What follows belongs to an exercise in optimizing a design on an open flow for small area; a production flow would make more cautious choices. At most, simulation tests tie the RTL to the original design; equivalence was not proved. Power and IR drop assume default switching activity.

Design gba_drawer_merge, start of the top module:
module gba_drawer_merge
(
   input             clk100,
   input             enable,
   input             hblank,
   input      [7:0]  xpos,
   input      [7:0]  ypos,
   input             in_WND0_on,
   input             in_WND1_on,
   input             in_WNDOBJ_on,
   input      [7:0]  in_WND0_X1,
   input      [7:0]  in_WND0_X2,
   input      [7:0]  in_WND0_Y1,
   input      [7:0]  in_WND0_Y2,
   input      [7:0]  in_WND1_X1,
   input      [7:0]  in_WND1_X2,
   input      [7:0]  in_WND1_Y1,
   input      [7:0]  in_WND1_Y2,
   input      [5:0]  in_enables_wnd0,
   input      [5:0]  in_enables_wnd1,
   input      [5:0]  in_enables_wndobj,
   input      [5:0]  in_enables_wndout,
   input      [1:0]  in_special_effect_in,
   input             in_effect_1st_bg0,
   input             in_effect_1st_bg1,
   input             in_effect_1st_bg2,
   input             in_effect_1st_bg3,
   input             in_effect_1st_obj,
   input             in_effect_1st_BD,
   input             in_effect_2nd_bg0,
   input             in_effect_2nd_bg1,
   input             in_effect_2nd_bg2,
   input             in_effect_2nd_bg3,
   input             in_effect_2nd_obj,
   input             in_effect_2nd_BD,
   input      [1:0]  in_Prio_BG0,
   input      [1:0]  in_Prio_BG1,
   input      [1:0]  in_Prio_BG2,
   input      [1:0]  in_Prio_BG3,
   input      [4:0]  in_EVA,
   input      [4:0]  in_EVB,
   input      [4:0]  in_BLDY,
   input             in_ena_bg0,
   input             in_ena_bg1,
   input             in_ena_bg2,
   input             in_ena_bg3,
   input             in_ena_obj,
   input      [15:0] pixeldata_bg0,
   input      [15:0] pixeldata_bg1,
   input      [15:0] pixeldata_bg2,
   input      [15:0] pixeldata_bg3,
   input      [18:0] pixeldata_obj,
   input      [15:0] pixeldata_back,
   input             objwindow_in,
   output     [14:0] pixeldata_out,
   output reg [7:0]  pixel_x,
   output     [7:0]  pixel_y,
   output reg        pixel_we
);
Size in the first run: roughly 960 cells after synthesis, about 140 flip-flops, ~11,000 sq um of cells after synthesis.
export LEC_CHECK = 0
export CAP_MARGIN = 20
export CORE_MARGIN = 2
export CORE_UTILIZATION = 40
export SLEW_MARGIN = 20
export SYNTH_HIERARCHICAL = 1
export SYNTH_MINIMUM_KEEP_SIZE = 0
create_clock -name core_clock -period 10.0 [get_ports {clk100}]
standard.sh (not shown) runs the stock make flow with config.mk's settings and CLKGATE_MAP_FILE= SYNTH_SCRIPT=/design/flow/synth_recipe.tcl, a recipe that flattens the netlist after the stock synthesis.
==> flow/flow/run.sh <==
#!/bin/bash
# The standard layout (standard.sh) with the smallest buffer on the ports and
# a clock tree of small buffers without dummy loads.
export BUFFER_PORTS_ARGS="-buffer_cell sky130_fd_sc_hd__buf_1"
export CTS_ARGS="-sink_clustering_enable -repair_clock_nets -dont_use_dummy_load -buf_list {sky130_fd_sc_hd__clkbuf_4 sky130_fd_sc_hd__clkbuf_8}"
bash standard.sh > standard.log 2>&1
Edit:
--- a/flow/design.v
+++ b/flow/design.v
@@ -59,25 +59,25 @@
 );
    localparam OBJ = 4;
    localparam BD  = 5;
    function in_range;
       input lt_lo, lt_hi, wrap;
       begin
          in_range = (~lt_lo & lt_hi) | (~lt_lo & wrap) | (lt_hi & wrap);
       end
    endfunction
    function gt2;
       input [1:0] a, b;
       begin
-         gt2 = (a[1] & ~b[1]) | ((a[1] | ~b[1]) & a[0] & ~b[0]);
+         gt2 = (a[1] & ~b[1]) | (~(a[1] ^ b[1]) & a[0] & ~b[0]);
       end
    endfunction
    function [4:0] sat16;
       input [4:0] v;
       begin
          sat16 = v[4] ? 5'd16 : v;
       end
    endfunction
    reg  [7:0] w0x1, w0x2, w1x1, w1x2;
    reg        w0y, w1y;               
    reg  [5:0] e_w0, e_w1, e_obj, e_out;   
    reg  [1:0] eff;
Effect:
- The new run completed with no timing, DRC or antenna violations
- register-to-register slack loses 350 ps
- utilization is higher by 0.87 points
- non-clock buffer count came out higher by 6
- hold slack gets better by 59 ps
- global-route usage went up by 1.1 points
- worst setup slack is worse by 35 ps
- clock power grows slightly
- via count rose slightly
- sequential power hardly moves
- flip-flop and latch count stays the same
- total power increases slightly
- cell area fell slightly
- sequential share of layout area came out higher by 0.30 points
No functional check of the RTL was part of the first run of this note.

## 11-26
Another version of the RTL of gba_drawer_merge (not shown whole).
For scale: about 1000 cells after synthesis, about 140 flip-flops, ~10000 µm² of cells after synthesis.
Design gba_drawer_merge, start of the top module:
module gba_drawer_merge
(
   input             clk100,
   input             enable,
   input             hblank,
   input      [7:0]  xpos,
   input      [7:0]  ypos,
   input             in_WND0_on,
   input             in_WND1_on,
   input             in_WNDOBJ_on,
   input      [7:0]  in_WND0_X1,
   input      [7:0]  in_WND0_X2,
   input      [7:0]  in_WND0_Y1,
   input      [7:0]  in_WND0_Y2,
   input      [7:0]  in_WND1_X1,
   input      [7:0]  in_WND1_X2,
   input      [7:0]  in_WND1_Y1,
   input      [7:0]  in_WND1_Y2,
   input      [5:0]  in_enables_wnd0,
   input      [5:0]  in_enables_wnd1,
   input      [5:0]  in_enables_wndobj,
   input      [5:0]  in_enables_wndout,
   input      [1:0]  in_special_effect_in,
   input             in_effect_1st_bg0,
   input             in_effect_1st_bg1,
   input             in_effect_1st_bg2,
   input             in_effect_1st_bg3,
   input             in_effect_1st_obj,
   input             in_effect_1st_BD,
   input             in_effect_2nd_bg0,
   input             in_effect_2nd_bg1,
   input             in_effect_2nd_bg2,
   input             in_effect_2nd_bg3,
   input             in_effect_2nd_obj,
   input             in_effect_2nd_BD,
   input      [1:0]  in_Prio_BG0,
   input      [1:0]  in_Prio_BG1,
   input      [1:0]  in_Prio_BG2,
   input      [1:0]  in_Prio_BG3,
   input      [4:0]  in_EVA,
   input      [4:0]  in_EVB,
   input      [4:0]  in_BLDY,
   input             in_ena_bg0,
   input             in_ena_bg1,
   input             in_ena_bg2,
   input             in_ena_bg3,
   input             in_ena_obj,
   input      [15:0] pixeldata_bg0,
   input      [15:0] pixeldata_bg1,
   input      [15:0] pixeldata_bg2,
   input      [15:0] pixeldata_bg3,
   input      [18:0] pixeldata_obj,
   input      [15:0] pixeldata_back,
   input             objwindow_in,
   output     [14:0] pixeldata_out,
   output reg [7:0]  pixel_x,
   output     [7:0]  pixel_y,
   output reg        pixel_we
);
Settings: LEC_CHECK=0, CAP_MARGIN=20, CORE_MARGIN=2, CORE_UTILIZATION=40, SLEW_MARGIN=20, SYNTH_HIERARCHICAL=1, SYNTH_MINIMUM_KEEP_SIZE=0; clock period 10.0 ns.
Scripts as last shown in full above: flow/flow/run.sh
Setup changes, 11-26 to 04-04
-- flow/design.v --
<<< 11-26, line 64
      begin
         in_range = (~lt_lo & lt_hi) | (~lt_lo & wrap) | (lt_hi & wrap);
      end
   endfunction
>>> 04-04, line 64
      begin
         in_range = (~lt_lo & lt_hi) | (~lt_lo & wrap) | (lt_hi & wrap);
      end
   endfunction
   function gt2;
      input [1:0] a, b;
      begin
         gt2 = (a[1] & ~b[1]) | (~(a[1] ^ b[1]) & a[0] & ~b[0]);
      end
   endfunction
<<< 11-26, line 132
   wire       spec = wen[5];
   wire [4:0] b [0:4];
   wire [1:0] np0 = ~p0, np1 = ~p1, np2 = ~p2, np3 = ~p3;
   wire g01, g02, g03, g12, g13, g23, go0, go1, go2, go3;
   gba_drawer_merge_lt2 u_g01 (.na(np1), .b(p0), .bo(g01));
   gba_drawer_merge_lt2 u_g02 (.na(np2), .b(p0), .bo(g02));
   gba_drawer_merge_lt2 u_g03 (.na(np3), .b(p0), .bo(g03));
   gba_drawer_merge_lt2 u_g12 (.na(np2), .b(p1), .bo(g12));
   gba_drawer_merge_lt2 u_g13 (.na(np3), .b(p1), .bo(g13));
   gba_drawer_merge_lt2 u_g23 (.na(np3), .b(p2), .bo(g23));
   gba_drawer_merge_lt2 u_go0 (.na(np0), .b(op), .bo(go0));
   gba_drawer_merge_lt2 u_go1 (.na(np1), .b(op), .bo(go1));
   gba_drawer_merge_lt2 u_go2 (.na(np2), .b(op), .bo(go2));
   gba_drawer_merge_lt2 u_go3 (.na(np3), .b(op), .bo(go3));
   assign b[0] = { go0, ~g03, ~g02, ~g01, 1'b0};
   assign b[1] = { go1, ~g13, ~g12, 1'b0,  g01};
   assign b[2] = { go2, ~g23, 1'b0,  g12,  g02};
   assign b[3] = { go3, 1'b0,  g23,  g13,  g03};
   assign b[4] = {1'b0, ~go3, ~go2, ~go1, ~go0};
   wire [5:0] top, nxt;
   genvar l;
>>> 04-04, line 138
   wire       spec = wen[5];
   wire [4:0] b [0:4];
   assign b[0] = { gt2(op, p0), ~gt2(p0, p3), ~gt2(p0, p2), ~gt2(p0, p1), 1'b0};
   assign b[1] = { gt2(op, p1), ~gt2(p1, p3), ~gt2(p1, p2), 1'b0,          gt2(p0, p1)};
   assign b[2] = { gt2(op, p2), ~gt2(p2, p3), 1'b0,          gt2(p1, p2),  gt2(p0, p2)};
   assign b[3] = { gt2(op, p3), 1'b0,          gt2(p2, p3),  gt2(p1, p3),  gt2(p0, p3)};
   assign b[4] = {1'b0,        ~gt2(op, p3), ~gt2(op, p2), ~gt2(op, p1), ~gt2(op, p0)};
   wire [5:0] top, nxt;
   genvar l;
Results
- Measured against each other, 04-04 and 11-26 differ in static leakage, the higher figure coming from 04-04.
- Measured against each other, 04-04 and 11-26 differ in met3 wire length, the lower figure coming from 04-04.
- Re number of cells on the worst reg-to-reg path: 04-04 is 2 up on 11-26.
- Comparing slew at the pin with the worst max-slew slack for 04-04 and 11-26, the bigger number came from 04-04.
- What 04-04 reported for combinational power has to be multiplied by 0.918 to get the figure for 11-26.
- Combinational share of power sits higher in 04-04 than in 11-26.
- 11-26 → 04-04: number of non-clock buffers in the layout saw an increase; mux cell area share after synthesis essentially unchanged; count of distinct cell types in the synthesized netlist lost 20%.
- Die area delta (04-04 -> 11-26): insignificant
- Summary of 04-04 over 11-26: wire length after detailed routing went up by 3.7%, net count of the finished layout +1.5%, global-route wire length before repair now sits higher.
- The lower power after layout of 04-04 and 11-26 is in 11-26.

-- separate check: timing with driven ports --
Ports are ideal in the flow. The routed layouts listed here were re-timed in OpenROAD.
Step 1 (the two cells are an assumption about what drives the block):
set clk [get_ports {clk100}]
set_driving_cell -lib_cell sky130_fd_sc_hd__clkbuf_16 $clk
set_driving_cell -lib_cell sky130_fd_sc_hd__buf_2 [delete_from_list [all_inputs] $clk]
Step 2 adds t to the input delays and takes it off the output delays; t is the mean of the earliest and latest rising clock arrival at the registers after step 1. Input paths then give back, and output paths get back, about the clock's delay inside the block.
a / b / c = ideal / step 1 / step 2; a / b = the first two.
run	t (ns)	setup slack, ns	pins driven straight from the clock port
the first run of note 1	0.471	0.668 / 0.628 / 1.099	1
the second run of note 1	0.479	0.633 / 0.591 / 1.070	1
11-26	0.466	0.956 / 0.916 / 1.382	1
04-04	0.488	0.599 / 0.552 / 1.040	1
After both steps setup and hold are still met in every run listed.
